This is an optimization exercise on Yosys and OpenROAD, whose aim is small area, not a production implementation. The RTL was checked by simulation tests, not by an equivalence proof against the original design. No activity file was given, so power comes from the tool's default toggle rates.

<file path="design/flow/config.mk">
export PLATFORM = sky130hd
export DESIGN_NAME = Top_module
export DESIGN_NICKNAME = Top_module
export VERILOG_FILES = /design/flow/design.v
export SDC_FILE = /design/flow/constraint.sdc
export NUM_CORES = 4
export LEC_CHECK = 0
export CAP_MARGIN = 20
export CORE_MARGIN = 2
export CORE_UTILIZATION = 40
export SLEW_MARGIN = 20
export SYNTH_HIERARCHICAL = 1
</file>
<file path="design/flow/constraint.sdc">
create_clock -name core_clock -period 10.0 [get_ports {clk}]
set_input_delay 2.0000 -clock core_clock [delete_from_list [all_inputs] [get_ports {clk}]]
set_output_delay 2.0000 -clock core_clock [all_outputs]
set_load 0.01 [all_outputs]
</file>
<file path="design/flow/design.v">
`timescale 1ns / 1ps
module Top_module(
    input clk,
    input reset,
    input rx,
    output tx,
    output [7:0] command,
    output data
);
    wire tick;
    wire [7:0] hold;
    baud_tick_gen U_BAUD (
        .clk(clk), .rst(reset), .baud_tick(tick)
    );
    uart_rx U_RX (
        .clk(clk), .rst(reset), .tick(tick), .rx(rx),
        .rx_done(data), .rx_data(command)
    );
    data_save U_HOLD (
        .clk(clk), .ld(data), .data_in(command), .data_out(hold)
    );
    uart_tx U_TX (
        .clk(clk), .rst(reset), .tick(tick), .byte_done(data),
        .data_in(hold), .o_tx(tx)
    );
endmodule
module data_save(
    input clk,
    input ld,
    input [7:0] data_in,
    output reg [7:0] data_out
);
    always @(posedge clk)
        if (ld) data_out <= data_in;
endmodule
`timescale 1ns / 1ps
`timescale 1ns / 1ps
module baud_tick_gen (
    input  clk,
    input  rst,
    output baud_tick
);
    reg [1:0] a;    
    reg [2:0] b;    
    reg [4:0] c;    
    always @(posedge clk) begin
        if (rst) begin
            a <= 2'b00;
            b <= 3'b100;
            c <= 5'b10000;
        end else begin
            a <= {~(a[1] & a[0]), a[1]};
            b <= {b[1:0], b[2] ^ b[1]};
            c <= {c[3:0], c[4] ^ c[2]};
        end
    end
    assign baud_tick = (a == 2'b01) & (b[1:0] == 2'b00) & (c[3:0] == 4'b0000);
endmodule
module uart_rx (
    input clk,
    input rst,
    input tick,
    input rx,
    output reg rx_done,
    output reg [7:0] rx_data
);
    reg [3:0] h, l;
    wire h9 = h[3] & h[0];                  
    wire idle = h9 & ~h[1] & l[3];
    wire fin = tick & h9 & ~l[3] & l[2] & l[1] & l[0];
    wire c = tick & (&l);
    wire st = idle & ~rx;
    wire en = tick & ~idle;
    always @(posedge clk, posedge rst)
        if (rst) rx_done <= 1'b0;
        else rx_done <= fin;
    always @(posedge clk) begin
        if (rst) begin
            h <= 4'd9;
            l <= 4'd8;
        end else begin
            l <= l + {3'd0, en};
            h[0] <= h[0] ^ c;
            h[1] <= (h[1] ^ (c & h[0])) | st;
            h[2] <= (h[2] ^ (c & h[0] & h[1])) | st;
            h[3] <= h[3] ^ (c & h[0] & h[1] & h[2]);
        end
    end
    genvar i;
    generate
        for (i = 0; i < 8; i = i + 1) begin : g_bit
            always @(posedge clk, posedge rst)
                if (rst) rx_data[i] <= 1'b0;
                else if (c & ~h[3] & (h[2:0] == i)) rx_data[i] <= rx;
        end
    endgenerate
endmodule
module uart_tx (
    input clk,
    input rst,
    input tick,
    input byte_done,
    input [7:0] data_in,
    output reg o_tx
);
    reg [3:0] h, l;
    reg pend;
    wire idle = h[3] & h[0] & ~h[2];
    wire c = tick & (&l);
    wire go = idle & tick & pend;
    wire en = tick & ~idle;
    always @(posedge clk, posedge rst)
        if (rst) o_tx <= 1'b1;
        else if (~h[3]) begin
            if (tick) o_tx <= data_in[h[2:0]];
        end else if (h[2]) o_tx <= 1'b0;
        else if (~h[0]) o_tx <= 1'b1;
    always @(posedge clk) begin
        if (rst) begin
            h <= 4'd9;
            l <= 4'd0;
            pend <= 1'b0;
        end else begin
            pend <= byte_done | (pend & ~(idle & tick));
            l <= l + {3'd0, en};
            h[0] <= h[0] ^ c;
            h[1] <= (h[1] ^ (c & h[0])) | go;
            h[2] <= (h[2] ^ (c & h[0] & h[1])) | go;
            h[3] <= h[3] ^ (c & h[0] & h[1] & h[2]);
        end
    end
endmodule
</file>
<file path="design/flow/flow/run.sh">
#!/bin/bash
# Own layout flow: the standard flow, except that synthesis re-maps the
# logic with an area-oriented ABC script and without Yosys's adder
# extraction, the ports are buffered with the smallest buffer, and clock tree
# synthesis adds no dummy loads.
# The registers must come out exactly as in the standard synthesis; if
# they do not, the standard synthesis netlist is used instead.
set -euo pipefail
W=$PWD
R=orfs/results/$FLOW_PLATFORM/Top_module/base

# 1. the standard synthesis, for reference
bash standard.sh synth > 1_standard_synth.log 2>&1
cp "$R/1_2_yosys.v" standard_netlist.v

# 2. our synthesis, in a work folder of its own
make -C "$FLOW_HOME" DESIGN_CONFIG="$W/config.mk" WORK_HOME="$W/own" \
  CLKGATE_MAP_FILE= SYNTH_SCRIPT="$W/flow/own_synth.tcl" synth \
  > 2_own_synth.log 2>&1 || true
OWN=own/results/$FLOW_PLATFORM/Top_module/base/1_2_yosys.v
NET=standard_netlist.v
if [[ -f $OWN ]] && python3 flow/regs.py standard_netlist.v "$OWN" > 3_register_check.log 2>&1; then
  cp "$OWN" own_netlist.v
  NET=own_netlist.v
fi
echo "netlist used: $NET" >> 3_register_check.log

# 3. the rest of the standard flow on that netlist
rm -rf orfs
bash standard.sh SYNTH_NETLIST_FILES="$W/$NET" \
  BUFFER_PORTS_ARGS="-buffer_cell sky130_fd_sc_hd__buf_1" \
  CTS_ARGS="-sink_clustering_enable -repair_clock_nets -dont_use_dummy_load" \
  finish > 4_layout.log 2>&1
</file>
<file path="design/flow/flow/area.abc">
strash
dch -f
amap -m
</file>
<file path="design/flow/flow/own_synth.tcl">
proc synth {args} { yosys synth -nofsm -noshare {*}$args }
set ::env(ADDER_MAP_FILE) ""
set my_abc_script [file join [file dirname [file normalize [info script]]] area.abc]
proc abc {args} {
  global my_abc_script
  set out {}
  set skip 0
  foreach a $args {
    if {$skip} { set skip 0; continue }
    if {$a eq "-script"} { set skip 1; continue }
    lappend out $a
  }
  yosys abc -script $my_abc_script {*}$out
}
source $::env(SCRIPTS_DIR)/synth.tcl
# left out here: clear keep_hierarchy, flatten, clean up, hide names made inside functions, write 1_2_yosys.v
</file>
<file path="design/flow/flow/regs.py">
"""Compare the registers (flip-flop instances: name and cell type without
drive strength) of two gate-level netlists. Exit 0 when they are the same."""
import re
import sys


def regs(path):
    text = open(path).read()
    out = {}
    for m in re.finditer(r'\b(sky130_fd_sc_hd__(\w+?)_\d+)\s+(\\\S+|\w+)\s*\(', text):
        base = m.group(2)
        if re.match(r'(s?e?df|dl)', base):
            out[m.group(3)] = base
    return out


a = regs(sys.argv[1])
b = regs(sys.argv[2])
print(f"registers: {len(a)} in {sys.argv[1]}, {len(b)} in {sys.argv[2]}")
diff = [k for k in sorted(set(a) | set(b)) if a.get(k) != b.get(k)]
for k in diff:
    print(f"differs: {k} {a.get(k)} {b.get(k)}")
print("same" if not diff and a else "DIFFERENT")
sys.exit(0 if not diff and a else 1)
</file>
<file path="design/flow/standard.sh">
#!/bin/bash
# synth_recipe.tcl (not shown) runs the flow's synth.tcl, then flattens the netlist and writes it again
# the make line also repeats each setting of config.mk as NAME=value (left out here)
make -C /OpenROAD-flow-scripts/flow DESIGN_CONFIG=/design/flow/config.mk WORK_HOME=/design/flow/orfs CLKGATE_MAP_FILE= SYNTH_SCRIPT=/design/flow/synth_recipe.tcl "${@:-finish}"
</file>
==> run notes, run 1 <==
outcome: finished clean
GRT overflow: 0
detailed-route wire length per cell: 11.7 um
Final #Nets: 198
Inserted Diodes: 0
worst path buffer plus inverter count: 2
Critical Path Max Stage Delay: 0.73 ns
Die ar.: 4690 sq um
Core Region: 4000 sq um
R2R depth: 11
Max Clk Rate: 0.288 GHz
Setup Skew: 0.00921 ns
Post-Layout Inst Area: 1850 sq um
GRT Overall Usage: 14.5%
Syn Inst Count: 175
layout cells sized above 1: 3.63%
WS Path Type: in2reg
largest net degree at the start of global routing: 25
first-pass GRT wire length: 4.86 mm
chip height: 68.5 um
worst vdd ir: 0.0000809 V
Critical Path AT: 3.65 ns
vias in the first global route: 1124
crit-path cells: buf_1 -> clkinv_1 -> o21ai_0 -> a21oi_1
Via density: 5.02
placed cells: 238
max_cap viols: 0
CTS max path bufs: 2
number of core rows: 23
Iter 0 DRT Violations: 42
Final period util: 34.7%
IO Count: 13
chip width: 68.5 um
TNS Setup: 0 ns
DR vias: 1219
Worst Setup Start Kind: primary input
syn_nets: 178
setup ws final: 6.53 ns
Pwr Density: 160 nW/um^2
Leakage: 0.659 nW
reg2reg start: U_BAUD.c[2]$_SDFF_PP0_
Layout area overhead: 11.1%
Worst Max-Slew Pin Slew: 1.02 ns
Skew-Pair Late Insertion Delay: 0.29 ns
Hold-fix buffers, CTS: 0
Post CTS Setup Buffer Count: 0
TritonCTS clock tree: yes
DRC errors left: 0
synthesized area: 1660 sq um
Slew HR: 32.2%
Hold Path Class: reg2reg
RSZ-0062 raised after global routing: false
# resized after CTS: 0
CTS clk-pin slew, worst paths: 0.07 ns
flop2flop setup slack: 7.44 ns
Post-DP HPWL: 2.08 mm
synthesis warning total: 0
Initial DRT Pass Iterations: 4
DRT Wirelength: 2.84 mm
Period minus WS final: 3.47 ns
initial antenna violation count: 0
cell class contributing the biggest share of worst-path delay: buffers and inverters
CP endpoint kind: register
max-slew violations: 0
CTS Buf Count: 5
port bufs: 12
worst-path maximum fanout: 24
dpl cell area: 1780 sq um
R2R Path End: U_RX.h[3]$_SDFF_PP1_
post-detailed-route count of antenna-violating nets: 0
Critical Path RT: 10.18 ns
final hold viol count: 0
dpl ws: 6.20 ns
Finish-stage setup viols: 0
Hold Crit Start: U_BAUD.c[0]$_SDFF_PP0_
gpl congestion: 0.841
syn avg cell area: 9.49 sq um
worst hold stages: 2
Root Driver: clkbuf_8
Sink Count: 45
H-Tree Depth: 2
Slowest-stage cell, CP: buf_1
final instance count without filler cells: 243
hold endpoint: U_BAUD.c[1]$_SDFF_PP0_
Starting Density: 41.5%
## worst max path at each step
stage / from / to / slack [ns] / cells after the start
after floorplan: U_BAUD.c[2]$_SDFF_PP0_ / U_RX.h[3]$_SDFF_PP1_ / 7.41 / 10
after global placement: reset / U_RX.l[0]$_SDFF_PP0_ / 6.31 / 4
after detailed placement: reset / U_RX.l[0]$_SDFF_PP0_ / 6.20 / 4
after CTS: reset / U_RX.l[0]$_SDFF_PP0_ / 6.53 / 4
after global routing: reset / U_RX.l[0]$_SDFF_PP0_ / 6.23 / 4
final: reset / U_RX.l[0]$_SDFF_PP0_ / 6.53 / 4
## tightest hold or removal path, cell delays in order (launching register included)
cell	delay, ns
dfxtp_1	0.30
clkinv_1	0.05
nor2_1	0.04
## sequential cells by signal, summed over array words and instances (netlist names)
signal / count
U_TX.o_tx: 1
U_BAUD.a: 2
U_TX.h: 4
U_HOLD.data_out: 8
U_RX.rx_data: 8
U_RX.rx_done: 1
U_RX.l: 4
U_BAUD.c: 5
U_TX.pend: 1
U_TX.l: 4
U_RX.h: 4
U_BAUD.b: 3
## layout make-up
| cell class | count | area, sq um |
|---|---|---|
| Clock buffer | 5 | 68.8 |
| Fill cell | 378 | 2150 |
| Inverter | 19 | 71.3 |
| Multi-Input combinational cell | 111 | 558 |
| Sequential cell | 45 | 1030 |
| Tap cell | 50 | 62.6 |
| Timing Repair Buffer | 13 | 52.6 |
## through the flow
step / hold WS [ns] / util, % / power [mW]
floorplan: 0.401 / - / 0.201
global placement: 0.410 / 44.4 / 0.204
detailed placement: 0.430 / 44.4 / 0.205
CTS: 0.439 / 46.1 / 0.301
global route: 0.455 / 46.1 / 0.308
finish: 0.434 / 46.1 / 0.296
## report_power, final
group	switching, mW	internal, mW	leakage, nW	total, mW
clock	0.0498	0.0449	0.0359	0.0947
combinational	0.00647	0.00370	0.213	0.0102
sequential	0.00234	0.188	0.410	0.191
## per-layer routing
layer	track usage, %	part of all wire, %	vias to the layer above
li1	-	-	637
met1	18.8	50	564
met2	21.5	45	14
met3	5.43	3.3	4
met4	6.00	2.0	0
met5	0	0	-
## layout by cell type, fill, tap and decap left out, types with 4 or more instances in the layout
master    instances
o21ai_0           5
clkbuf_8          5
dfrtp_1           9
edfxtp_1          8
clkinv_1         19
nor3_1            7
buf_1            12
a21oi_1          15
nor2_1           36
nor2b_1           4
dfxtp_1          27
nand2_1          16
==> run 2, diff against run 1 <==
--- a/design/flow/config.mk
+++ b/design/flow/config.mk
@@ -7,6 +7,7 @@
 export LEC_CHECK = 0
 export CAP_MARGIN = 20
 export CORE_MARGIN = 2
-export CORE_UTILIZATION = 40
+export CORE_UTILIZATION = 85
+export PLACE_DENSITY = 0.92
 export SLEW_MARGIN = 20
 export SYNTH_HIERARCHICAL = 1
==> run 2 against run 1 <==
Against the previous run:
- the flow now stops in global placement without I/O (3_1_place_gp_skip_io)
- synthesized area unchanged
- synthesized cell count is the same
==> run notes, run 2 <==
outcome: did not finish
Failed at: global placement without I/O (3_1_place_gp_skip_io)
Log Error: [ERROR GPL-0301] Utilization 102.847 % exceeds 100%.
chip height: 48.2 um (-30%)
chip width: 48.2 um (-30%)
synthesized area: 1660 sq um (unchanged)
syn_nets: 178 (unchanged)
number of core rows: 15 (-35%)
syn avg cell area: 9.49 sq um (unchanged)
synthesis warning total: 0 (unchanged)
Syn Inst Count: 175 (unchanged)
Starting Density: 93.2% (+52 points)
==> run 3, diff against run 2 <==
--- a/design/flow/config.mk
+++ b/design/flow/config.mk
@@ -7,7 +7,8 @@
 export LEC_CHECK = 0
 export CAP_MARGIN = 20
 export CORE_MARGIN = 2
-export CORE_UTILIZATION = 85
-export PLACE_DENSITY = 0.92
+export CORE_UTILIZATION = 78
+export GPL_TIMING_DRIVEN = 0
+export PLACE_DENSITY = 0.9
 export SLEW_MARGIN = 20
 export SYNTH_HIERARCHICAL = 1
==> run 3 against run 2 <==
Against the previous run:
- now clean on timing, DRC and antenna
- synthesized area stayed put
- synthesized cell count stayed put
==> run notes, run 3 <==
Setup Skew: 0.0167 ns
detailed-route wire length per cell: 15.2 um
port bufs: 12
synthesized area: 1660 sq um (unchanged)
layout cells sized above 1: 3.65%
TNS Setup: 0 ns
Layout area overhead: 7.38%
most common cell after layout, fill and taps aside: nor2_1
DRC errors left: 0
number of core rows: 16 (+1)
GRT overflow: 0
syn avg cell area: 9.49 sq um (unchanged)
# resized after CTS: 0
syn_nets: 178 (unchanged)
CP endpoint kind: register
DRT Wirelength: 3.32 mm
CTS Buf Count: 5
Finish-stage setup viols: 0
Post CTS Setup Buffer Count: 0
FF+latch area: 1030 sq um
largest net degree at the start of global routing: 25
WS Path Type: in2reg
area occupied by multi-input gates: 564 sq um
crit-path cells: buf_1 -> clkinv_1 -> o21ai_0 -> a21oi_1
final hold viol count: 0
first-pass GRT wire length: 5.60 mm
Via density: 6.07
Worst Setup Start Kind: primary input
synthesis warning total: 0 (unchanged)
chip width: 50.2 um (+4.0%)
RSZ-0062 raised after global routing: false
Worst Max-Slew Pin Slew: 0.977 ns
Sink Count: 45
chip height: 50.2 um (+4.0%)
worst-path maximum fanout: 24
Root Driver: clkbuf_4
Hold-fix buffers, CTS: 0
Critical Path Max Stage Delay: 0.71 ns
FILL cells: 94
Iter 0 DRT Violations: 49
GRT Overall Usage: 31.4%
final instance count without filler cells: 219
Critical Path RT: 10.24 ns
Slowest-stage cell, CP: buf_1
outcome: finished clean
DR vias: 1329
Final #Nets: 197
Largest regs: U_HOLD.data_out x8, U_RX.rx_data x8, U_BAUD.c x5
max-slew violations: 0
Hold Path Class: reg2reg
worst vdd ir: 0.000163 V
Critical Path AT: 3.63 ns
Core Region: 1980 sq um
Pwr Density: 154 nW/um^2
Slew HR: 34.9%
Skew-Pair Late Insertion Delay: 0.35 ns
initial antenna violation count: 0
Final period util: 33.9%
max_cap viols: 0
Inserted Diodes: 0
Max Clk Rate: 0.295 GHz
Starting Density: 83.8% (-9.4 points)
Syn Inst Count: 175 (unchanged)
vias in the first global route: 1263
Initial DRT Pass Iterations: 4
TritonCTS clock tree: yes
CTS clk-pin slew, worst paths: 0.10 ns
post-detailed-route count of antenna-violating nets: 0
Post-DP HPWL: 2.39 mm
CTS max path bufs: 2
Period minus WS final: 3.39 ns
most frequent cells in the layout: nor2_1, dfxtp_1, clkinv_1
IO Count: 13
gpl congestion: 0.803
Leakage: 0.641 nW
H-Tree Depth: 2
Die ar.: 2520 sq um
placed cells: 214
[run 3: final cells by class]
type	instances	share of cell area (%)
repair buffers	12	2.52
clock buffers	5	2.10
multi-input cells	111	31.6
well taps	27	1.89
flip-flops and latches	45	57.9
inverters	19	4.00
[run 3: worst paths after layout]
| path | start | to | slack [ns] | cells after the start |
|---|---|---|---|---|
| worst max register to register | U_BAUD.c[2]$_SDFF_PP0_ | U_RX.rx_data[7]$_DFFE_PP0P_ | 7.09 | 12 |
| worst min register to register | U_BAUD.c[0]$_SDFF_PP0_ | U_BAUD.c[1]$_SDFF_PP0_ | 0.44 | 2 |
| min in group asynchronous | reset | U_RX.rx_data[3]$_DFFE_PP0P_ | 2.02 | 2 |
| worst max-delay path | reset | U_RX.l[0]$_SDFF_PP0_ | 6.61 | 4 |
| worst min-delay path | U_BAUD.c[0]$_SDFF_PP0_ | U_BAUD.c[1]$_SDFF_PP0_ | 0.44 | 2 |
| max in group asynchronous | reset | U_RX.rx_data[7]$_DFFE_PP0P_ | 7.73 | 2 |
[run 3: stage by stage]
stage | hold slack (ns) | power, mW | instance area (sq um) | setup WS [ns] | utilization (%)
floorplan | 0.401 | 0.201 | 1660 | 7.41 | -
global placement | 0.408 | 0.204 | 1740 | 6.32 | 87.8
detailed placement | 0.415 | 0.205 | 1740 | 6.22 | 87.8
CTS | 0.430 | 0.276 | 1780 | 6.62 | 89.7
global route | 0.469 | 0.286 | 1780 | 6.35 | 90.0
finish | 0.436 | 0.275 | 1780 | 6.61 | 90.0
[run 3: report_power, final]
part	leakage [nW]	total (mW)	switching [mW]	internal [mW]
clock	0.0230	0.0742	0.0507	0.0236
combinational	0.208	0.0102	0.00657	0.00361
sequential	0.410	0.191	0.00238	0.188
[run 3: worst max-delay path, delay by kind of cell]
| family | cells | cell delay [ns] |
|---|---|---|
| buffers and inverters | 2 | 1.35 |
| AO/OA/AOI/OAI | 2 | 0.28 |
[run 3: layer usage]
metal | share of wire (%) | wire length (um) | global-route usage (%)
met3 | 5.7 | 190 | 9.23
met2 | 49 | 1630 | 50.0
met5 | 0 | 0 | 0
met1 | 42 | 1390 | 37.5
met4 | 3.6 | 120 | 19.0
==> run 4, diff against run 3 <==
--- a/design/flow/config.mk
+++ b/design/flow/config.mk
@@ -7,8 +7,8 @@
 export LEC_CHECK = 0
 export CAP_MARGIN = 20
 export CORE_MARGIN = 2
-export CORE_UTILIZATION = 78
+export CORE_UTILIZATION = 70
 export GPL_TIMING_DRIVEN = 0
-export PLACE_DENSITY = 0.9
+export PLACE_DENSITY = 0.85
 export SLEW_MARGIN = 20
 export SYNTH_HIERARCHICAL = 1
==> run 4 against run 3 <==
Against the previous run:
- first-iteration DRC count decreased by 59%
- wire length shrank 13%
- sequential power is essentially flat
- final area is essentially flat
- die area up 10%
- synthesized cell count unchanged
- utilization shrank 10 points
- flip-flop and latch count did not move
- total power fell by 0.59%
- hold slack worse by 0.0092 ns
- highest routed layer unchanged
==> run notes, run 4 <==
outcome: finished clean
Die ar.: 2780 sq um (+10%)
# resized after CTS: 0 (unchanged)
post-detailed-route count of antenna-violating nets: 0 (unchanged)
Largest regs: U_HOLD.data_out x8, U_RX.rx_data x8, U_BAUD.c x5
Iter 0 DRT Violations: 20 (-59%)
Hold Path Class: reg2reg
Core Region: 2230 sq um (+13%)
worst vdd ir: 0.000156 V (-4.1%)
R2R Path End: U_RX.rx_data[7]$_DFFE_PP0P_
vias in the first global route: 1203 (-4.8%)
Via density: 5.56 (-8.4%)
Period minus WS final: 3.39 ns (-0.00903 ns)
most frequent cells in the layout: nor2_1, dfxtp_1, clkinv_1
detailed-route wire length per cell: 13.1 um (-13%)
WS Path Type: in2reg
largest net degree at the start of global routing: 25 (unchanged)
Finish-stage setup viols: 0 (unchanged)
initial antenna violation count: 0 (unchanged)
chip height: 52.7 um (+5.1%)
Critical Path RT: 10.24 ns (about the same)
Starting Density: 74.4% (-9.4 points)
Final #Nets: 197 (unchanged)
Worst Setup EP: U_RX.l[0]$_SDFF_PP0_
Layout area overhead: 7.45% (about the same)
Syn Inst Count: 175 (unchanged)
layout cells sized above 1: 3.65% (unchanged)
TNS Setup: 0 ns (unchanged)
Hold-fix buffers, CTS: 0 (unchanged)
Post CTS Setup Buffer Count: 0 (unchanged)
final hold viol count: 0 (unchanged)
Post-DP HPWL: 2.14 mm (-10%)
port bufs: 12 (unchanged)
Initial DRT Pass Iterations: 4 (unchanged)
Sink Count: 45 (unchanged)
final instance count without filler cells: 220 (+0.46%)
Post-Layout Inst Area: 1790 sq um (about the same)
RSZ-0062 raised after global routing: false
Max Clk Rate: 0.295 GHz (+0.27%)
syn avg cell area: 9.49 sq um (unchanged)
Final period util: 33.9% (-0.090 points)
dpl cell area: 1740 sq um (about the same)
Worst Setup Start Kind: primary input
most common cell after layout, fill and taps aside: nor2_1
setup ws final: 6.61 ns (+0.00903 ns)
synthesized area: 1660 sq um (unchanged)
DRC errors left: 0 (unchanged)
H-Tree Depth: 2 (unchanged)
FILL cells: 162 (+72%)
CTS Buf Count: 5 (unchanged)
Slew HR: 34.5% (-0.39 points)
CP Launch Point: reset
gpl congestion: 0.782 (-2.6%)
Leakage: 0.641 nW (unchanged)
CTS max path bufs: 2 (unchanged)
number of core rows: 17 (+1)
flop2flop setup slack: 7.18 ns (+0.09 ns)
GRT Overall Usage: 25.7% (-5.7 points)
dpl ws: 6.17 ns (-0.0497 ns)
Worst Max-Slew Pin Slew: 0.983 ns (+0.00581 ns)
Inserted Diodes: 0 (unchanged)
Root Driver: clkbuf_4
placed cells: 215 (+0.47%)
GRT overflow: 0 (unchanged)
worst-path maximum fanout: 24 (unchanged)
Pwr Density: 153 nW/um^2 (-0.66%)
DRT Wirelength: 2.89 mm (-13%)
Critical Path AT: 3.62 ns (about the same)
Power Total: 0.273 mW (-0.59%)
CTS clk-pin slew, worst paths: 0.10 ns (about the same)
syn_nets: 178 (unchanged)
synthesis warning total: 0 (unchanged)
first-pass GRT wire length: 4.96 mm (-11%)
Setup Skew: 0.0260 ns (+0.00922 ns)
chip width: 52.7 um (+5.1%)
max_cap viols: 0 (unchanged)
CP endpoint kind: register
max-slew violations: 0 (unchanged)
reg2reg start: U_BAUD.c[2]$_SDFF_PP0_
TritonCTS clock tree: yes
Skew-Pair Late Insertion Delay: 0.35 ns (about the same)
IO Count: 13 (unchanged)
DR vias: 1223 (-8.0%)
R2R depth: 12 (unchanged)
run 4: report_power, final:
group / internal, mW / total [mW] / switching, mW
sequential: 0.188 / 0.191 / 0.00237
clock: 0.0236 / 0.0728 / 0.0492
combinational: 0.00361 / 0.00999 / 0.00638
run 4: worst max-delay path, cell delays in order:
cell and delay, ns:
buf_1 0.71, clkinv_1 0.63, o21ai_0 0.22, a21oi_1 0.05
run 4: layout make-up:
type | instances | area (sq um) | area share, %
clock buffer | 5 | 37.5 | 2.10
inverter | 19 | 71.3 | 3.99
timing repair buffer | 12 | 45.0 | 2.52
tap | 28 | 35.0 | 1.96
sequential | 45 | 1030 | 57.8
multi-input combinational | 111 | 564 | 31.6
run 4: how the worst min path moves through the flow:
stage	startpoint	end	slack, ns	cells past startpoint
2_1_floorplan	U_BAUD.c[0]$_SDFF_PP0_	U_BAUD.c[1]$_SDFF_PP0_	0.40	2
3_3_place_gp	U_BAUD.c[0]$_SDFF_PP0_	U_BAUD.c[1]$_SDFF_PP0_	0.41	2
3_5_place_dp	U_BAUD.c[0]$_SDFF_PP0_	U_BAUD.c[1]$_SDFF_PP0_	0.42	2
4_1_cts	U_BAUD.c[0]$_SDFF_PP0_	U_BAUD.c[1]$_SDFF_PP0_	0.43	2
5_1_grt	U_BAUD.c[0]$_SDFF_PP0_	U_BAUD.c[1]$_SDFF_PP0_	0.44	2
6_report	U_BAUD.c[0]$_SDFF_PP0_	U_BAUD.c[1]$_SDFF_PP0_	0.43	2
run 4: metal layers:
layer	GRT usage [%]	vias up	share of wire (%)
li1	-	641	-
met1	30.6	555	45
met2	42.3	21	49
met3	7.71	6	3.6
met4	12.4	0	1.8
met5	0	-	0
run 4: per-stage QoR:
stage / hold WS (ns) / utilization (%)
finish: 0.427 / 79.9
global route: 0.441 / 79.9
CTS: 0.430 / 79.7
detailed placement: 0.416 / 78.0
global placement: 0.408 / 78.0
floorplan: 0.401 / -
==> run 5, diff against run 4 <==
==> design/flow/config.mk (replaced) <==
export PLATFORM = sky130hd
export DESIGN_NAME = Top_module
export DESIGN_NICKNAME = Top_module
export VERILOG_FILES = /design/flow/design.v
export SDC_FILE = /design/flow/constraint.sdc
export NUM_CORES = 4
export LEC_CHECK = 0
export CAP_MARGIN = 0
export CORE_MARGIN = 2
export CORE_UTILIZATION = 70
export PLACE_DENSITY = 0.85
export SLEW_MARGIN = 0
export SYNTH_HIERARCHICAL = 1
==> run 5 against run 4 <==
Against the previous run:
- combinational power barely moved
- first-iteration DRC count is 50% higher
- die area stayed put
- final area is essentially flat
- wire length fell by 0.59%
- synthesized cell count did not move
- global-route usage decreased by 0.74 points
- total power down 0.79%
- clock skew shrank 0.017 ns
- critical path depth did not move
- critical path type unchanged
- largest power group unchanged
==> run notes, run 5 <==
GRT overflow: 0 (unchanged)
# resized after CTS: 0 (unchanged)
max-slew violations: 0 (unchanged)
Largest regs: U_HOLD.data_out x8, U_RX.rx_data x8, U_BAUD.c x5
R2R depth: 13 (+1)
Initial DRT Pass Iterations: 4 (unchanged)
Die ar.: 2780 sq um (unchanged)
number of core rows: 17 (unchanged)
CTS Buf Count: 5 (unchanged)
syn_nets: 178 (unchanged)
R2R Path End: U_RX.rx_data[7]$_DFFE_PP0P_
DRC errors left: 0 (unchanged)
Final #Nets: 198 (+0.51%)
syn avg cell area: 9.49 sq um (unchanged)
TNS Setup: 0 ns (unchanged)
Iter 0 DRT Violations: 30 (+50%)
RSZ-0062 raised after global routing: false
chip height: 52.7 um (unchanged)
Critical Path AT: 3.61 ns (about the same)
GR met3 Demand/Resource: 7.71% (unchanged)
setup ws final: 6.63 ns (+0.0106 ns)
most common cell after layout, fill and taps aside: nor2_1
Syn Inst Count: 175 (unchanged)
CP Launch Point: reset
chip width: 52.7 um (unchanged)
gpl congestion: 0.822 (+5.2%)
Hold Path Class: reg2reg
reg2reg start: U_BAUD.c[2]$_SDFF_PP0_
Hold-fix buffers, CTS: 0 (unchanged)
DRT Wirelength: 2.87 mm (-0.59%)
H-Tree Depth: 2 (unchanged)
Worst Setup Start Kind: primary input
detailed-route wire length per cell: 13.0 um (-1.0%)
port bufs: 12 (unchanged)
Post-DP HPWL: 2.20 mm (+2.8%)
Setup Skew: 0.00924 ns (-0.0167 ns)
final instance count without filler cells: 221 (+0.45%)
synthesis warning total: 0 (unchanged)
Starting Density: 74.4% (unchanged)
CP endpoint kind: register
worst-path maximum fanout: 24 (unchanged)
GRT Overall Usage: 25.0% (-0.74 points)
worst vdd ir: 0.000138 V (-12%)
dpl ws: 6.25 ns (+0.0752 ns)
CTS clk-pin slew, worst paths: 0.10 ns (about the same)
Period minus WS final: 3.37 ns (-0.0106 ns)
first-pass GRT wire length: 4.86 mm (-2.1%)
DR vias: 1270 (+3.8%)
Reg power frac: 70.2% (+0.5 points)
TritonCTS clock tree: yes
Root Driver: clkbuf_4
Core Region: 2230 sq um (unchanged)
flop2flop setup slack: 7.34 ns (+0.16 ns)
Hold WS: 0.431 ns (+0.00425 ns)
final hold viol count: 0 (unchanged)
GRT busiest layer: met2
IO Count: 13 (unchanged)
CTS max path bufs: 2 (unchanged)
placed cells: 216 (+0.47%)
Power Internal: 0.216 mW (about the same)
Pwr Density: 152 nW/um^2 (-0.86%)
grt met2 use: 41.9% (-0.42 points)
P_sw: 0.0558 mW (-3.8%)
post-detailed-route count of antenna-violating nets: 0 (unchanged)
switching share of power: 20.6% (-0.65 points)
most frequent cells in the layout: nor2_1, dfxtp_1, clkinv_1
outcome: finished clean
Worst Setup EP: U_RX.l[0]$_SDFF_PP0_
WS Path Type: in2reg
max_cap viols: 0 (unchanged)
Logic pwr share: 3.7% (about the same)
layout cells sized above 1: 3.63% (-0.019 points)
initial antenna violation count: 0 (unchanged)
Post CTS Setup Buffer Count: 0 (unchanged)
Max Clk Rate: 0.296 GHz (+0.31%)
Slew HR: 35.5% (+1.0 points)
FILL cells: 147 (-9.3%)
Final period util: 33.7% (-0.11 points)
Clock power frac: 26.1% (-0.5 points)
Inserted Diodes: 0 (unchanged)
Sink Count: 45 (unchanged)
vias in the first global route: 1135 (-5.7%)
Via density: 5.75 (+3.4%)
Leakage: 0.646 nW (+0.76%)
met1 global-route usage: 30.2% (-0.38 points)
Layout area overhead: 7.53% (about the same)
Finish-stage setup viols: 0 (unchanged)
Skew-Pair Late Insertion Delay: 0.34 ns (about the same)
Worst Max-Slew Pin Slew: 0.967 ns (-0.0151 ns)
largest net degree at the start of global routing: 25 (unchanged)
synthesized area: 1660 sq um (unchanged)
Critical Path RT: 10.23 ns (about the same)
## run 5: cell types whose count changed in the layout (fill, tap and decap cells not counted)
cell / previous run / this run
buf_4: 0 / 1
nor4_1: 1 / 2
nor4_2: 1 / 0
## run 5: area by class of cell
cell class                 instances  area (sq um)  share of cell area, %
sequential                        45          1030                   57.8
timing repair buffer              13          52.6                   2.94
multi-input combinational        111           558                   31.2
tap                               28          35.0                   1.96
clock buffer                       5          37.5                   2.10
inverter                          19          71.3                   3.99
## run 5: through the flow
step / util (%) / power [mW] / instance area [sq um]
5_1_grt: 80.0 / 0.284 / 1790
6_report: 80.0 / 0.271 / 1790
3_5_place_dp: 78.3 / 0.205 / 1750
2_1_floorplan: - / 0.201 / 1660
3_3_place_gp: 78.3 / 0.204 / 1750
4_1_cts: 80.0 / 0.274 / 1790
## run 5: worst min path at each step
stage,start,endpoint,slack [ns],cells past startpoint
after floorplan,U_BAUD.c[0]$_SDFF_PP0_,U_BAUD.c[1]$_SDFF_PP0_,0.40,2
after global placement,U_BAUD.c[0]$_SDFF_PP0_,U_BAUD.c[1]$_SDFF_PP0_,0.41,2
after detailed placement,U_BAUD.c[0]$_SDFF_PP0_,U_BAUD.c[1]$_SDFF_PP0_,0.42,2
after CTS,U_BAUD.c[0]$_SDFF_PP0_,U_BAUD.c[1]$_SDFF_PP0_,0.44,2
after global routing,U_BAUD.c[0]$_SDFF_PP0_,U_BAUD.c[1]$_SDFF_PP0_,0.46,2
final,U_BAUD.c[0]$_SDFF_PP0_,U_BAUD.c[1]$_SDFF_PP0_,0.43,2
## run 5: critical path: stages
cell and delay, ns:
buf_1 0.70, clkinv_1 0.63, o21ai_0 0.21, a21oi_1 0.06
## run 5: power by group through the flow
stage          combinational, mW  sequential (mW)  clock [mW]
6_report                 0.00996            0.191      0.0708
5_1_grt                   0.0114            0.191      0.0808
4_1_cts                   0.0101            0.191      0.0737
3_5_place_dp              0.0101            0.195           0
3_3_place_gp             0.00953            0.194           0
2_1_floorplan            0.00624            0.194           0
## run 5: layer usage
metal,wire (um),up-vias
li1,-,646
met1,1310,599
met2,1440,19
met3,90,6
met4,35,0
met5,0,-
==> run 6, diff against run 5 <==
==> design/flow/design.v (replaced) <==
`timescale 1ns / 1ps
module Top_module(
    input clk,
    input reset,
    input rx,
    output tx,
    output [7:0] command,
    output data
);
    wire tick;
    wire [7:0] hold;
    baud_tick_gen U_BAUD (
        .clk(clk), .rst(reset), .baud_tick(tick)
    );
    uart_rx U_RX (
        .clk(clk), .rst(reset), .tick(tick), .rx(rx),
        .rx_done(data), .rx_data(command)
    );
    data_save U_HOLD (
        .clk(clk), .ld(data), .data_in(command), .data_out(hold)
    );
    uart_tx U_TX (
        .clk(clk), .rst(reset), .tick(tick), .byte_done(data),
        .data_in(hold), .o_tx(tx)
    );
endmodule
module data_save(
    input clk,
    input ld,
    input [7:0] data_in,
    output reg [7:0] data_out
);
    always @(posedge clk)
        if (ld) data_out <= data_in;
endmodule
`timescale 1ns / 1ps
`timescale 1ns / 1ps
module baud_tick_gen (
    input  clk,
    input  rst,
    output baud_tick
);
    reg [1:0] a;    
    reg [2:0] b;    
    reg [4:0] c;    
    always @(posedge clk, posedge rst) begin
        if (rst) begin
            a <= 2'b00;
            b <= 3'b100;
            c <= 5'b10000;
        end else begin
            a <= {~(a[1] & a[0]), a[1]};
            b <= {b[1:0], b[2] ^ b[1]};
            c <= {c[3:0], c[4] ^ c[2]};
        end
    end
    assign baud_tick = (a == 2'b01) & (b[1:0] == 2'b00) & (c[3:0] == 4'b0000);
endmodule
module uart_rx (
    input clk,
    input rst,
    input tick,
    input rx,
    output reg rx_done,
    output reg [7:0] rx_data
);
    localparam [3:0] S = 4'd7, P2 = 4'd1, IDLE = 4'd2;
    reg [3:0] h, l;
    wire idle = (h == IDLE);
    wire c = tick & (&l);               
    wire fin = tick & (h == P2) & (l == 4'd7);
    always @(posedge clk, posedge rst) begin
        if (rst) begin
            h <= IDLE;
            l <= 4'd8;
            rx_done <= 1'b0;
        end else begin
            rx_done <= fin;
            if (idle) begin
                if (!rx) h <= S;
            end else begin
                if (tick) l <= l + 4'd1;
                if (c | fin) h <= h + 4'd1;
            end
        end
    end
    genvar i;
    generate
        for (i = 0; i < 8; i = i + 1) begin : g_bit
            always @(posedge clk, posedge rst)
                if (rst) rx_data[i] <= 1'b0;
                else if (c & (h == ((S + 1 + i) % 16))) rx_data[i] <= rx;
        end
    endgenerate
endmodule
module uart_tx (
    input clk,
    input rst,
    input tick,
    input byte_done,
    input [7:0] data_in,
    output reg o_tx
);
    localparam [3:0] S = 4'd15, D0 = 4'd0, P = 4'd8, IDLE = 4'd9;
    reg [3:0] h, l;
    reg pend;
    wire idle = (h == IDLE);
    wire [3:0] bit_idx = h - D0;
    always @(posedge clk, posedge rst) begin
        if (rst) begin
            h <= IDLE;
            l <= 4'd0;
            pend <= 1'b0;
            o_tx <= 1'b1;
        end else begin
            pend <= byte_done | (pend & ~(idle & tick));
            if (h == S) o_tx <= 1'b0;
            else if (h == P) o_tx <= 1'b1;
            else if (tick & ~idle) o_tx <= data_in[bit_idx[2:0]];
            if (idle) begin
                if (tick & pend) h <= S;
            end else if (tick) begin
                l <= l + 4'd1;
                if (&l) h <= h + 4'd1;
            end
        end
    end
endmodule
--- a/design/flow/flow/run.sh
+++ b/design/flow/flow/run.sh
@@ -1,8 +1,7 @@
 #!/bin/bash
 # Own layout flow: the standard flow, except that synthesis re-maps the
 # logic with an area-oriented ABC script and without Yosys's adder
-# extraction, the ports are buffered with the smallest buffer, and clock tree
-# synthesis adds no dummy loads.
+# extraction, and the ports are buffered with the smallest buffer.
 # The registers must come out exactly as in the standard synthesis; if
 # they do not, the standard synthesis netlist is used instead.
 set -euo pipefail
@@ -28,6 +27,4 @@
 # 3. the rest of the standard flow on that netlist
 rm -rf orfs
 bash standard.sh SYNTH_NETLIST_FILES="$W/$NET" \
-  BUFFER_PORTS_ARGS="-buffer_cell sky130_fd_sc_hd__buf_1" \
-  CTS_ARGS="-sink_clustering_enable -repair_clock_nets -dont_use_dummy_load" \
-  finish > 4_layout.log 2>&1
+  BUFFER_PORTS_ARGS="-buffer_cell sky130_fd_sc_hd__buf_1" finish > 4_layout.log 2>&1
==> design/flow/config.mk (replaced) <==
export PLATFORM = sky130hd
export DESIGN_NAME = Top_module
export DESIGN_NICKNAME = Top_module
export VERILOG_FILES = /design/flow/design.v
export SDC_FILE = /design/flow/constraint.sdc
export NUM_CORES = 4
export LEC_CHECK = 0
export CAP_MARGIN = 20
export CORE_MARGIN = 2
export CORE_UTILIZATION = 40
export SLEW_MARGIN = 20
export SYNTH_HIERARCHICAL = 1
==> run 6 against run 5 <==
Against the previous run:
- count of clock-buffer cells in the layout unchanged
- critical endpoint is now data
- clock power up 57%
- worst setup slack better by 0.33 ns
- largest power group unchanged
==> run notes, run 6 <==
synthesis warning total: 0 (unchanged)
synthesized area: 1780 sq um (+7.2%)
layout cells sized above 1: 7.77% (+4.1 points)
max_cap viols: 0 (unchanged)
Critical Path Max Stage Delay: 0.56 ns (-0.14 ns)
DRT Wirelength: 2.96 mm (+3.0%)
CTS clk-pin slew, worst paths: 0.08 ns (-0.02 ns)
grt met2 use: 22.2% (-20 points)
Period minus WS final: 3.04 ns (-0.330 ns)
Largest regs: U_HOLD.data_out x8, U_RX.rx_data x8, U_BAUD.c x5
cell class contributing the biggest share of worst-path delay: flip-flops
GRT Overall Usage: 13.6% (-11 points)
Root Driver: clkbuf_8
outcome: finished clean
RSZ-0062 raised after global routing: false
FILL cells: 422 (+190%)
Core Region: 4320 sq um (+94%)
port bufs: 12 (unchanged)
CTS max path bufs: 2 (unchanged)
Skew-Pair Late Insertion Delay: 0.30 ns (-0.04 ns)
Post CTS Setup Buffer Count: 0 (unchanged)
largest net degree at the start of global routing: 18 (-28%)
Die ar.: 5000 sq um (+80%)
max-slew violations: 0 (unchanged)
first-pass GRT wire length: 5.20 mm (+7.0%)
setup ws final: 6.96 ns (+0.330 ns)
Hold-fix buffers, CTS: 0 (unchanged)
Leakage: 0.780 nW (+21%)
syn avg cell area: 10.3 sq um (+8.5%)
dpl ws: 6.70 ns (+0.455 ns)
TritonCTS clock tree: yes
FF+latch area: 1170 sq um (+14%)
# resized after CTS: 0 (unchanged)
GRT overflow: 0 (unchanged)
Critical Path RT: 8.00 ns (-2.23 ns)
Final #Nets: 195 (-1.5%)
DR vias: 1207 (-5.0%)
Layout area overhead: 11.2%
Hold Crit Start: U_BAUD.b[0]$_DFF_PP0_
Worst Max-Slew Pin Slew: 0.707 ns (-0.260 ns)
Slew HR: 52.7% (+17 points)
vias in the first global route: 1182 (+4.1%)
Critical Path AT: 1.04 ns (-2.57 ns)
Worst Setup Start Kind: register
Slowest-stage cell, CP: dfrtp_1
most common cell after layout, fill and taps aside: nor2_1
Post-DP HPWL: 2.23 mm (+1.7%)
WS Path Type: reg2out
worst-path maximum fanout: 10 (-58%)
crit-path cells: buf_1
worst vdd ir: 0.0000753 V (-45%)
GR met3 Demand/Resource: 5.13% (-2.6 points)
Inserted Diodes: 0 (unchanged)
GRT busiest layer: met2
Hold Path Class: reg2reg
Hold WS: 0.372 ns (-0.0588 ns)
chip width: 70.7 um (+34%)
area occupied by multi-input gates: 509 sq um (-8.7%)
syn_nets: 176 (-1.1%)
post-detailed-route count of antenna-violating nets: 0 (unchanged)
Power Total: 0.302 mW (+11%)
Starting Density: 41.2% (-33 points)
TNS Setup: 0 ns (unchanged)
H-Tree Depth: 2 (unchanged)
Pwr Density: 152 nW/um^2 (+0.30%)
detailed-route wire length per cell: 12.1 um (-7.1%)
CP endpoint kind: output pin
Max Clk Rate: 0.328 GHz (+11%)
Iter 0 DRT Violations: 28 (-6.7%)
Syn Inst Count: 173 (-1.1%)
Setup Skew: 0.0104 ns (+0.00112 ns)
Initial DRT Pass Iterations: 4 (unchanged)
worst path buffer plus inverter count: 1 (-1)
Finish-stage setup viols: 0 (unchanged)
CP Launch Point: U_RX.rx_done$_DFF_PP0_
met1 global-route usage: 15.6% (-15 points)
final hold viol count: 0 (unchanged)
chip height: 70.7 um (+34%)
number of core rows: 24 (+7)
reg2reg start: U_BAUD.c[2]$_DFF_PP0_
Sink Count: 45 (unchanged)
CTS Buf Count: 5 (unchanged)
initial antenna violation count: 0 (unchanged)
gpl congestion: 0.823 (about the same)
Final period util: 30.4% (-3.3 points)
Via density: 4.93 (-14%)
most frequent cells in the layout: nor2_1, dfrtp_1, clkinv_1
DRC errors left: 0 (unchanged)
IO Count: 13 (unchanged)
-- run 6: layer usage --
metal | vias up | part of all wire, %
met1 | 558 | 44
met5 | - | 0
met3 | 7 | 3.6
met2 | 15 | 50
li1 | 627 | -
met4 | 0 | 2.3
-- run 6: cell type report --
class | count | area share [%]
inverters | 26 | 4.92
repair buffers | 12 | 2.27
clock buffers | 5 | 3.47
flip-flops and latches | 45 | 59.3
multi-input cells | 102 | 25.7
clock inverters | 3 | 1.07
well taps | 52 | 3.28
-- run 6: path summary, 6_finish.rpt --
check                                         to  slack [ns]  cells past startpoint
setup reg to reg           U_TX.h[3]$_DFFE_PP1P_        7.02                     12
min in group asynchronous  U_BAUD.c[0]$_DFF_PP0_        1.63                      2
max in group asynchronous  U_RX.l[3]$_DFFE_PP1P_        7.96                      2
hold / removal             U_BAUD.b[1]$_DFF_PP0_        0.37                      0
setup / recovery                            data        6.96                      1
hold reg to reg            U_BAUD.b[1]$_DFF_PP0_        0.37                      0
-- run 6: report_power, final --
group          total, mW  switching [mW]  internal (mW)
logic            0.00435         0.00380       0.000546
clock network      0.111          0.0617         0.0495
registers          0.186        0.000147          0.186
-- run 6: stage by stage --
stage | cells | cell area (sq um) | utilization, %
finish | 245 | 1980 | 45.8
global route | 245 | 1980 | 45.8
CTS | 245 | 1980 | 45.8
detailed placement | 237 | 1890 | 43.8
global placement | 237 | 1890 | 43.8
floorplan | 173 | 1780 | -

==> re-timing with driven ports <==
No port has a modelled driver above. Below, the same layouts with a new extraction and two added sets of constraints. Step 1 sets driving cells, clkbuf_16 on the clock port and buf_2 on the other inputs (assumed; they add their load-dependent delay and slew). Step 2, shift: input delay + t, output delay - t, t = (earliest + latest rising clock arrival at the registers) / 2. This alone moves slack from input paths to output paths. a / b / c = no drivers / after step 1 / after step 2; a / b = the first two.
| run | shift t [ns] | setup slack, ns | worst register clock-pin slew, ns | worst data-port slew with drivers (ns) | cell pins on the clock port's net |
|---|---|---|---|---|---|
| run 1 | 0.306 | 6.527 / 6.526 / 6.219 | 0.07 / 0.07 | 0.03 | 1 |
| run 3 | 0.369 | 6.606 / 6.593 / 6.224 | 0.12 / 0.12 | 0.03 | 1 |
| run 4 | 0.363 | 6.615 / 6.610 / 6.247 | 0.12 / 0.12 | 0.03 | 1 |
| run 5 | 0.354 | 6.625 / 6.619 / 6.265 | 0.11 / 0.11 | 0.03 | 1 |
| run 6 | 0.324 | 6.955 / 6.929 / 6.692 | 0.09 / 0.09 | 0.03 | 1 |
After both steps setup and hold are still met in every run listed. The setup slack of run 3, which loses most, moves by -0.013 ns with the drivers and by -0.382 ns with both steps.
